Context: an optimization exercise on an open-source flow, tuned for small area. The choices shown serve that exercise and are no tape-out recipe.
In this exercise RTL edits were held to simulation tests only and were not proved equivalent to the original.
Power and IR drop assume default switching activity.

==> inputs of job 5152 <==
## I2C_Top
module I2C_Top
    (
        input clk,
        input rst,  
        input processor,
        input Sda_In,  
        output Sda_Out,  
        output Scl_Out,  
        output an7, an6, an5, an4, an3, an2, an1, an0, ca, cb, cc, cd, ce, cf, cg, dp
    );
==> flow/config.mk <==
export PLATFORM = sky130hd
export DESIGN_NAME = I2C_Top
export DESIGN_NICKNAME = I2C_Top
export VERILOG_FILES = /design/flow/design.v
export SDC_FILE = /design/flow/constraint.sdc
export NUM_CORES = 4
export LEC_CHECK = 0
export ABC_AREA = 1
export CAP_MARGIN = 20
export CORE_MARGIN = 2
export CORE_UTILIZATION = 65
export CTS_BUF_LIST = sky130_fd_sc_hd__clkbuf_4 sky130_fd_sc_hd__clkbuf_8
export SLEW_MARGIN = 20
==> flow/constraint.sdc <==
create_clock -name core_clock -period 15.0 [get_ports {clk}]
set_input_delay 3.0000 -clock core_clock [delete_from_list [all_inputs] [get_ports {clk}]]
set_output_delay 3.0000 -clock core_clock [all_outputs]
set_load 0.01 [all_outputs]
standard.sh (not shown) runs the stock make flow with config.mk's settings and CLKGATE_MAP_FILE= SYNTH_SCRIPT=/design/flow/synth_recipe.tcl, a recipe that flattens the netlist after the stock synthesis.
==> flow/flow/run.sh <==
#!/bin/bash
# Own flow: the standard layout (standard.sh) with two changes:
#  - synthesis reads a copy of ORFS's scripts in which abc_area.script is
#    replaced by flow/abc_area.script (a stronger ABC area script); the
#    flip-flops are mapped before ABC runs, so the registers, their names and
#    cell types are those of the standard synthesis;
#  - the port buffers that global placement inserts on every input and output
#    are sky130_fd_sc_hd__buf_1 cells.
set -euo pipefail
W=$PWD
rm -rf "$W/scripts_mod"
cp -r "$FLOW_HOME/scripts" "$W/scripts_mod"
cp "$W/flow/abc_area.script" "$W/scripts_mod/abc_area.script"
bash standard.sh SCRIPTS_DIR="$W/scripts_mod" synth > "$W/standard_synth.log" 2>&1
bash standard.sh BUFFER_PORTS_ARGS="-buffer_cell sky130_fd_sc_hd__buf_1" finish > "$W/standard_finish.log" 2>&1
==> flow/flow/abc_area.script <==
strash
&get -n
&deepsyn -T 60
&put
dch -f
map -a
topo
dnsize -c
==> job 8294 (differences from job 5152) <==
==> flow/flow/abc_area.script (replaced) <==
strash
&get -n
&deepsyn -T 60
&nf -p -F 8 -A 4 -a -R 1000
&put
topo
dnsize -c
==> flow/config.mk (replaced) <==
export PLATFORM = sky130hd
export DESIGN_NAME = I2C_Top
export DESIGN_NICKNAME = I2C_Top
export VERILOG_FILES = /design/flow/design.v
export SDC_FILE = /design/flow/constraint.sdc
export NUM_CORES = 4
export LEC_CHECK = 0
export ABC_AREA = 1
export CAP_MARGIN = 5
export CORE_MARGIN = 2
export CORE_UTILIZATION = 75
export CTS_BUF_LIST = sky130_fd_sc_hd__clkbuf_4 sky130_fd_sc_hd__clkbuf_8
export SLEW_MARGIN = 5
==> job 2285 (differences from job 5152) <==
--- a/flow/design.v
+++ b/flow/design.v
@@ -44,17 +44,14 @@
     reg Ack_Pass;
     reg r_or_w;  
     reg Write_State_Flag;
     wire [8:0] Sda_Counter = Counter;
     wire [3:0] Transmit_Counter = Bit_Counter;
     wire [3:0] Receive_Counter = Bit_Counter;
-    wire Sda_Counter_Ready = &Sda_Counter[8:5];       
-    wire Sda_Inc_Ok = !Sda_Counter_Ready;             
-    wire K_Lt8 = !Bit_Counter[3];                     
-    wire K_Eq8 = Bit_Counter[3] && !Bit_Counter[0];   
-    wire K_Eq9 = Bit_Counter[3] && Bit_Counter[0];    
+    wire Sda_Counter_Ready = (Sda_Counter == 480);
+    wire Sda_Inc_Ok = (Sda_Counter < 480);
     wire Sda_Half = (Sda_Counter > 240);
     wire [8:0] Sda_Inc = Counter + 9'd1;
     wire Proc_Done = Processor_Ready && (Proc_High != 10'd0 || Counter > 480);
     always @(posedge clk) begin
         if (rst)
             Proc_High <= 10'd0;
@@ -62,23 +59,23 @@
             if (Counter == 9'd511)
                 Proc_High <= {Proc_High[8:0], Proc_High[9] ^ Proc_High[6] ^ (Proc_High[8:0] == 9'd0)};
         end
         else
             Proc_High <= 10'd0;
     end
-    wire Last_Read = Total_Receive_Counter[2] && Total_Receive_Counter[0];  
+    wire Last_Read = (Total_Receive_Counter == 3'd5);
     assign Sda_Out = Master_Data;
     assign Bytes_Received = 4'd0;
     assign Data_Received = Received_Data;
     assign Output_Received_Counter = {1'b0, Total_Receive_Counter};
     assign Master_State_Out = Master_State;
     wire Scl_Falling_Edge = (Scl_Edge_Checker && !Scl_Out);
     wire Scl_Rising_Edge = (!Scl_Edge_Checker && Scl_Out);
     wire In_Receive = (Master_State == Master_Receive);
-    assign Bit_Strobe = In_Receive && K_Lt8 && Scl_Rising_Edge;
-    assign Byte_Done = In_Receive && K_Eq9 && !Scl_Out && Sda_Half;
+    assign Bit_Strobe = In_Receive && Receive_Counter < 8 && Scl_Rising_Edge;
+    assign Byte_Done = In_Receive && Receive_Counter == 9 && !Scl_Out && Sda_Half;
     always @(posedge clk)
         if (Bit_Strobe) Received_Data <= {Received_Data[6:0], Sda_In};
     always @(posedge clk) begin
         if (rst) begin
             Master_State <= Master_Processor;
             Counter <= 9'd0;
@@ -110,25 +107,25 @@
                         Master_State <= Master_Transmit_Address; 
                     end
                 end
                 if (Scl_State_Out != Scl_Start && Sda_Counter_Ready) Counter <= 0;
             end
             Master_Transmit_Address: begin
-                if (!Scl_Out && K_Lt8 && Scl_State_Out == Scl_Transmit) begin
+                if (!Scl_Out && Transmit_Counter < 8 && Scl_State_Out == Scl_Transmit) begin
                     if (Sda_Inc_Ok) begin
                         Counter <= Sda_Inc;
                         if (Sda_Half) begin
                             Bit_Counter <= Transmit_Counter + 1; 
                             Counter <= 0;
-                            if (Transmit_Counter[2:0] != 3'd7)
+                            if (Transmit_Counter != 7)
                                 Master_Data <= Address_Bits[3'd6 - Transmit_Counter[2:0]];
                         end
                     end        
                 end
-                if (Scl_Out && K_Lt8) Counter <= 0;
-                if (K_Eq8) begin
+                if (Scl_Out && Transmit_Counter < 8) Counter <= 0;
+                if (Transmit_Counter == 8) begin
                     if (Sda_Inc_Ok) Counter <= Sda_Inc;
                     Master_Data <= r_or_w;
                     if (Sda_Counter_Ready && !Scl_Out) begin
                         Bit_Counter <= 0; 
                         Counter <= 0;
                         Master_State <= Master_Ack; 
@@ -173,22 +170,22 @@
                             Master_State <= Master_Write; 
                         end
                     end
                 end
             end
             Master_Write: begin
-                if (!Scl_Out && K_Lt8 && Scl_State_Out == Scl_Transmit) begin
+                if (!Scl_Out && Transmit_Counter < 8 && Scl_State_Out == Scl_Transmit) begin
                     if (Sda_Inc_Ok) Counter <= Sda_Inc;
                     if (Sda_Half) begin
                         Bit_Counter <= Transmit_Counter + 1; 
                         Counter <= 0;
                         Master_Data <= Command_Bits[3'd7 - Transmit_Counter[2:0]];
                     end
                 end
-                if (Scl_Out && K_Lt8) Counter <= 0;
-                if (K_Eq8) begin
+                if (Scl_Out && Transmit_Counter < 8) Counter <= 0;
+                if (Transmit_Counter == 8) begin
                     if (Sda_Inc_Ok) Counter <= Sda_Inc;
                     if (!r_or_w) begin
                         r_or_w <= 1;
                         Write_State_Flag <= 1;
                     end
                     if (Sda_Counter_Ready && !Scl_Out) begin
@@ -197,24 +194,24 @@
                     end
                 end
             end
             Master_Receive: begin                                 
                 if (Scl_Out) Counter <= 0;
                 Scl_Edge_Checker <= Scl_Out;
-                if (K_Lt8 && Scl_Rising_Edge) begin
+                if (Receive_Counter < 8 && Scl_Rising_Edge) begin
 		            Bit_Counter <= Receive_Counter + 1;
 	            end
-                if (K_Eq8 && !Scl_Out && !Scl_Falling_Edge) begin 
+                if (Receive_Counter == 8 && !Scl_Out && !Scl_Falling_Edge) begin 
                     if (Sda_Inc_Ok) Counter <= Sda_Inc;
                     if (Sda_Half) begin
                         if (!Last_Read) Master_Data <= 0; 
                         Bit_Counter <= Receive_Counter + 1; 
                         Counter <= 0;
                     end
                 end
-                if (K_Eq9 && !Scl_Out) begin
+                if (Receive_Counter == 9 && !Scl_Out) begin
                     if (Sda_Inc_Ok) Counter <= Sda_Inc;
                     if (Sda_Half) begin
                         Master_Data <= 1;    
                         Bit_Counter <= 0; 
                         Total_Receive_Counter <= Total_Receive_Counter + 1;
                         Counter <= 0;
@@ -279,13 +276,13 @@
     reg Scl_Out_Local;
     reg [4:0] Scl_Transmit_Counter;
     reg Scl_Flag; 
     wire Scl_Counter_Ready;
     assign Scl_Out = Scl_Out_Local;
     assign Scl_State_Out = Scl_State;
-    assign Scl_Counter_Ready = &Scl_Counter[8:5];  
+    assign Scl_Counter_Ready = (Scl_Counter == 480);
     assign Scl_Flag_Out = Scl_Flag;
     always @(posedge clk) begin
         if (rst) begin
             Scl_Counter <= 5'd0;
             Scl_Transmit_Counter <= 5'd0;
             Scl_State <= Scl_Start;
@@ -312,13 +309,13 @@
                         Scl_Flag <= 0;
                         Scl_State <= Scl_Transmit;
                     end
                 end                
             end
             Scl_Transmit: begin  
-                if (!(Scl_Transmit_Counter[4] && Scl_Transmit_Counter[1])) begin  
+                if (Scl_Transmit_Counter < 18) begin  
                     if (Scl_Counter_Ready) begin
                         if (Scl_Out) begin
                             Scl_Out_Local <= 0;
                             Scl_Counter <= 0;
                             Scl_Transmit_Counter <= Scl_Transmit_Counter + 1;
                         end
@@ -347,13 +344,13 @@
                     if (Scl_Counter_Ready) begin
                         Scl_Out_Local <= 1;
                         Scl_Counter <= 0;
                         Scl_State <= Scl_Start;
                     end
                 end
-                else if ((Master_State_Out == Master_Receive && !(Output_Received_Counter[2] && Output_Received_Counter[0])  ) || Master_State_Out == Master_Transmit_Address || Master_State_Out == Master_Write) begin  
+                else if ((Master_State_Out == Master_Receive && SHT_Reads != Output_Received_Counter) || Master_State_Out == Master_Transmit_Address || Master_State_Out == Master_Write) begin  
                     Scl_State <= Scl_Transmit;
                 end
             end
             Scl_Stop: begin  
                 if (Master_State_Out == Master_End) begin
                     Scl_Counter <= Scl_Counter + 1;
@@ -394,19 +391,13 @@
     assign SHT_Reads = 4'd5;
     assign Temperature_Output = Temperature;
     assign Humidity_Output = Humidity;
     assign Temp_Ready_Out = Temp_Ready;
     assign RH_Ready_Out = RH_Ready;
     assign CRC_Error_Out = CRC_Error;
-    wire O0 = !ORC[2] && !ORC[1] && !ORC[0];
-    wire O1 = !ORC[2] && !ORC[1] && ORC[0];
-    wire O2 = ORC[1] && !ORC[0];
-    wire O3 = ORC[1] && ORC[0];
-    wire O4 = ORC[2] && !ORC[0];
-    wire O5 = ORC[2] && ORC[0];
-    wire Check = Done2 && (O3 || O0);
+    wire Check = Done2 && (ORC == 3'd3 || ORC == 3'd0);
     wire CRC_Ok = (CRC == 8'd0);
     always @(posedge clk) begin
         if (rst) begin
             Done1 <= 1'b0;
             Done2 <= 1'b0;
             CRC <= 8'hFF;
@@ -417,20 +408,20 @@
             Humidity <= 16'd0;
         end
         else begin
             Done1 <= Byte_Done;
             Done2 <= Done1;
             CRC_Error <= Check && !CRC_Ok;
-            if (Done1 && O1) RH_Ready <= 0;
-            if (Done1 && O4) Temp_Ready <= 0;
-            if (Done2 && O1) Temperature[15:8] <= Data_Received;
-            if (Done2 && O2) Temperature[7:0] <= Data_Received;
-            if (Done2 && O4) Humidity[15:8] <= Data_Received;
-            if (Done2 && O5) Humidity[7:0] <= Data_Received;
-            if (Check && CRC_Ok && O3) Temp_Ready <= 1;
-            if (Check && CRC_Ok && O0) RH_Ready <= 1;
+            if (Done1 && ORC == 3'd1) RH_Ready <= 0;
+            if (Done1 && ORC == 3'd4) Temp_Ready <= 0;
+            if (Done2 && ORC == 3'd1) Temperature[15:8] <= Data_Received;
+            if (Done2 && ORC == 3'd2) Temperature[7:0] <= Data_Received;
+            if (Done2 && ORC == 3'd4) Humidity[15:8] <= Data_Received;
+            if (Done2 && ORC == 3'd5) Humidity[7:0] <= Data_Received;
+            if (Check && CRC_Ok && ORC == 3'd3) Temp_Ready <= 1;
+            if (Check && CRC_Ok && ORC == 3'd0) RH_Ready <= 1;
             if (Bit_Strobe)
                 CRC <= {CRC[6:0], 1'b0} ^ ((CRC[7] ^ Bit_In) ? 8'h31 : 8'h00);
             if (Check)
                 CRC <= 8'hFF;
         end
     end
@@ -453,17 +444,16 @@
         input i_r_temp, i_r_rh,
         output an7, an6, an5, an4, an3, an2, an1, an0,  
         output ca, cb, cc, cd, ce, cf, cg, dp  
     );
     reg [10:0] cnt;
     reg [2:0] sd;
+    reg blank;
     reg [3:0] code;
-    wire blank = (cnt == 11'd2047);
-    wire next_digit = &cnt[10:6] && cnt[4] && cnt[0];  
     reg [6:0] ut, uh;
-    wire load_ok = !(&cnt[10:6] && (cnt[5] || cnt[4] || (cnt[3] && |cnt[2:0])));  
+    wire load_ok = (cnt < 11'd1993);
     wire [2:0] nd = sd + 1;
     wire sel_h = load_ok ? i_r_rh : nd[2];
     wire [15:0] x = sel_h ? i_rh : i_temp;
     wire [18:0] xm;
     seg_rca #(19) a_xm (.a({3'b0, x}), .b(sel_h ? {2'b0, x, 1'b0} : {1'b0, x, 2'b0}), .ci(1'b0), .s(xm));
     wire [22:0] p;
@@ -486,19 +476,21 @@
     wire [3:0] ncode = (nd[1:0] == 2'd0) ? tens :
                        (nd[1:0] == 2'd1) ? ones :
                        (nd[1:0] == 2'd2) ? deci :
                        (nd[2] ? 4'd11 : 4'd10);
     always @(posedge clk) begin
         if (rst) begin
-            cnt <= 11'd2047;
+            cnt <= 11'd2001;
             sd <= 3'd7;
+            blank <= 1;
             code <= 4'd15;
         end else begin
-            if (next_digit) begin
+            if (cnt == 11'd2001) begin
                 cnt <= 0;
                 sd <= nd;
+                blank <= 0;
                 code <= ncode;
             end else
                 cnt <= cnt + 1;
         end
     end
     assign an7 = blank | (sd != 3'd0);
==> flow/run.sh (new file) <==
#!/bin/bash
# synth_recipe.tcl (not shown) runs the flow's synth.tcl, then flattens the netlist and writes it again
# the make line also repeats each setting of config.mk as NAME=value (left out here)
make -C /OpenROAD-flow-scripts/flow DESIGN_CONFIG=/design/flow/config.mk WORK_HOME=/design/flow/orfs CLKGATE_MAP_FILE= SYNTH_SCRIPT=/design/flow/synth_recipe.tcl finish
removed: flow/flow/run.sh
removed: flow/flow/abc_area.script
removed: flow/standard.sh
==> metrics.csv <==
metric,value,unit
status,timing/DRC/antenna clean,
tap-cell-count,147,
vias,7279,
synthToLayoutAreaGrowth,9.30,%
ir_drop,90.5,uV
synth_top_family_by_area,compound AO/OA/AOI/OAI gates,
p_seq_share,35.7,%
power.total,1180,uW
hold_path_end,segdisplay1.cnt[0],
final_cells,1266,
fin_ws,5.19,ns
wl_met2,8290,um
synth_cell_types,34,
clk_share,5.25,%
fp.dieH,115,um
the above is filed under job 5152

==> metrics.csv <==
metric,value,unit
fp.dieH,107,um
wire_per_inst,16.7,um
vias,7028,
synth_top_family_by_area,compound AO/OA/AOI/OAI gates,
status,timing/DRC/antenna clean,
hold_path_end,scl1.Scl_Counter[7],
p_seq_share,42.2,%
tap-cell-count,136,
power.total,970,uW
ir_drop,76.8,uV
synth_cell_types,56,
wl_met2,9280,um
the above is filed under job 8294

==> metrics.csv <==
metric,value,unit
ir_drop,224,uV
wl_met2,12000,um
synthToLayoutAreaGrowth,7.16,%
synth_top_family_by_area,simple AND/OR/NAND/NOR gates,
tap-cell-count,211,
status,timing/DRC/antenna clean,
final_cells,1740,
synth_cell_types,63,
clk_share,3.51,%
fin_ws,4.88,ns
synth_area_per_cell,6.72,um^2
vias,9866,
fp.dieH,129,um
p_seq_share,19.7,%
the above is filed under job 2285

## afterwards: timing with drivers on the ports
How much do the figures lean on ideal ports? The routed layouts below were timed once more, with nothing changed but the port constraints.
Step 1, drivers: a clkbuf_16 drives clk and a buf_2 each remaining input, both assumed.
Step 2 times the ports against the registers' clock, not the clock port: input delays grow and output delays shrink by t, the midpoint of the rising clock arrivals with the driver on.
Three values: ideal, step 1, step 2; two values: the first two.
| run | shift t [ns] | slack for setup (ns) | hold slack, ns |
|---|---|---|---|
| job 5152 | 0.493 | 5.188 / 5.188 / 5.188 | 0.434 / 0.434 / 0.434 |
| job 8294 | 0.486 | 4.636 / 4.636 / 4.636 | 0.449 / 0.449 / 0.449 |
| job 2285 | 0.502 | 4.882 / 4.882 / 4.882 | 0.450 / 0.450 / 0.450 |
After both steps setup and hold are still met in every run listed.
